Context: an optimization exercise on an open-source flow, tuned for small area, a short achievable clock period and few clock cycles. The choices shown serve that exercise and are no tape-out recipe.
In this exercise RTL edits were held to simulation tests only and were not proved equivalent to the original.
No activity file was given, so power comes from the tool's default toggle rates.

Setup of run 1:
Design HT_TOP, start of the top module:
module HT_TOP(
    clk,
    rst_n,
    in_valid,
    in_weight,
    out_mode,
    out_valid,
    out_code
);
==> flow/config.mk <==
export PLATFORM = sky130hd
export DESIGN_NAME = HT_TOP
export DESIGN_NICKNAME = HT_TOP
export VERILOG_FILES = /design/flow/design.v
export SDC_FILE = /design/flow/constraint.sdc
export NUM_CORES = 4
export LEC_CHECK = 0
export CAP_MARGIN = 20
export CORE_MARGIN = 2
export CORE_UTILIZATION = 40
export CTS_BUF_LIST = sky130_fd_sc_hd__clkbuf_8
export SLEW_MARGIN = 20
==> flow/constraint.sdc <==
create_clock -name core_clock -period 17.0 [get_ports {clk}]
set_input_delay 3.4000 -clock core_clock [delete_from_list [all_inputs] [get_ports {clk}]]
set_output_delay 3.4000 -clock core_clock [all_outputs]
set_load 0.01 [all_outputs]
standard.sh (not shown) runs the stock make flow with config.mk's settings and CLKGATE_MAP_FILE= SYNTH_SCRIPT=/design/flow/synth_recipe.tcl, a recipe that flattens the netlist after the stock synthesis.
==> flow/flow/run.sh <==
#!/bin/bash
# Layout with ORFS's own scripts. Two changes from the standard layout:
#  - synthesis is the standard one except that ABC maps the logic for area
#    (flip-flops are mapped before ABC, so registers are unchanged);
#  - repair_timing aims for a larger setup margin (MARGIN ns) than the
#    standard flow settings allow. Constraints are unchanged.
set -euo pipefail
MARGIN=${MARGIN:-12.7}
HERE=$(pwd)
printf 'strash\ndch\nmap -a\nstrash\ndch\nmap -a\n' > "$HERE/area.abc"
cat > "$HERE/area_synth.tcl" <<'TCL'
proc abc {args} {
  set i [lsearch -exact $args -script]
  if {$i >= 0} {
    set args [lreplace $args [expr {$i + 1}] [expr {$i + 1}] $::env(AREA_ABC_SCRIPT)]
  }
  yosys abc {*}$args
}
TCL
cat synth_recipe.tcl >> "$HERE/area_synth.tcl"
export AREA_ABC_SCRIPT="$HERE/area.abc"
bash standard.sh SYNTH_SCRIPT="$HERE/area_synth.tcl" SETUP_SLACK_MARGIN="$MARGIN" SETUP_MOVE_SEQUENCE="unbuffer,sizeup,swap" finish > standard_flow.log 2>&1
In summary, run 1 completed successfully, with a layout that passed the timing, design-rule and antenna checks.
Testbench counts of run 1, summed over its fixed seeds: cycles 31,181.
The following lists how run 2 was set up differently from run 1:
Settings: a change of CTS_BUF_LIST from sky130_fd_sc_hd__clkbuf_8 to sky130_fd_sc_hd__clkbuf_4 sky130_fd_sc_hd__clkbuf_8.
-- flow/flow/run.sh --
<<< run 1, line 2
# Layout with ORFS's own scripts. Two changes from the standard layout:
>>> run 2, line 2
# Layout with ORFS's own scripts. Changes from the standard layout:
<<< run 1, line 6
#    standard flow settings allow. Constraints are unchanged.
>>> run 2, line 6
#    standard flow settings allow, and repairs by resizing cells (and
#    removing buffers) rather than by adding buffers. Constraints are
#    unchanged.
<<< run 1, line 8
MARGIN=${MARGIN:-12.7}
>>> run 2, line 10
MARGIN=${MARGIN:-12.6}
## What came out
Run 2 vs. run 1: power rose by about 0.5%; clock buffer count in the final layout rose by 1; register-to-register slack fell by 0.04 ns.
Changes in run 3 relative to run 2:
Settings: swapping sky130_fd_sc_hd__clkbuf_4 sky130_fd_sc_hd__clkbuf_8 for sky130_fd_sc_hd__clkbuf_8 in CTS_BUF_LIST; swapping 40 for 55 in CORE_UTILIZATION.
-- flow/flow/run.sh --
<<< run 2, line 2
# Layout with ORFS's own scripts. Changes from the standard layout:
>>> run 3, line 2
# Layout with ORFS's own scripts. Two changes from the standard layout:
<<< run 2, line 6
#    standard flow settings allow, and repairs by resizing cells (and
#    removing buffers) rather than by adding buffers. Constraints are
#    unchanged.
>>> run 3, line 6
#    standard flow settings allow. Constraints are unchanged.
==> comparison <==
- Delta (run 3 minus run 2): die area -about 26%, part of the power in registers -1.0 points, worst hold slack across all endpoints -0.020 ns.
- Run 2 → run 3: power shows an increase of 0.61%, chip height shows a reduction of 18 um, final cell count shows a reduction of 43, worst path buffer plus inverter count shows an increase of 1, area of placed instances shows a reduction of about 0.75%.
- Run 3 has more setup slack than run 2.

## separate check: timing with driven ports
The flow's constraints put no driver on any port. The routed layouts listed below were extracted and timed again, unchanged, in two steps.
Step 1 sets driving cells, clkbuf_16 on the clock port and buf_2 on the other inputs (assumed; they add their load-dependent delay and slew).
Step 2, shift: input delay + t, output delay - t, t = (earliest + latest rising clock arrival at the registers) / 2. This alone moves slack from input paths to output paths.
a / b / c = no drivers / after step 1 / after step 2; a / b = the first two.
run	t (ns)	setup slack, ns	worst data-port slew with drivers (ns)	pins driven straight from the clock port
run 1	0.419	12.667 / 12.630 / 12.672	0.03	1
run 2	0.421	12.656 / 12.620 / 12.674	0.03	1
run 3	0.410	12.676 / 12.642 / 12.647	0.03	1
After both steps every run listed still meets setup and hold. The setup slack of run 3, which loses most, moves by -0.034 ns with the drivers and by -0.029 ns with both steps.
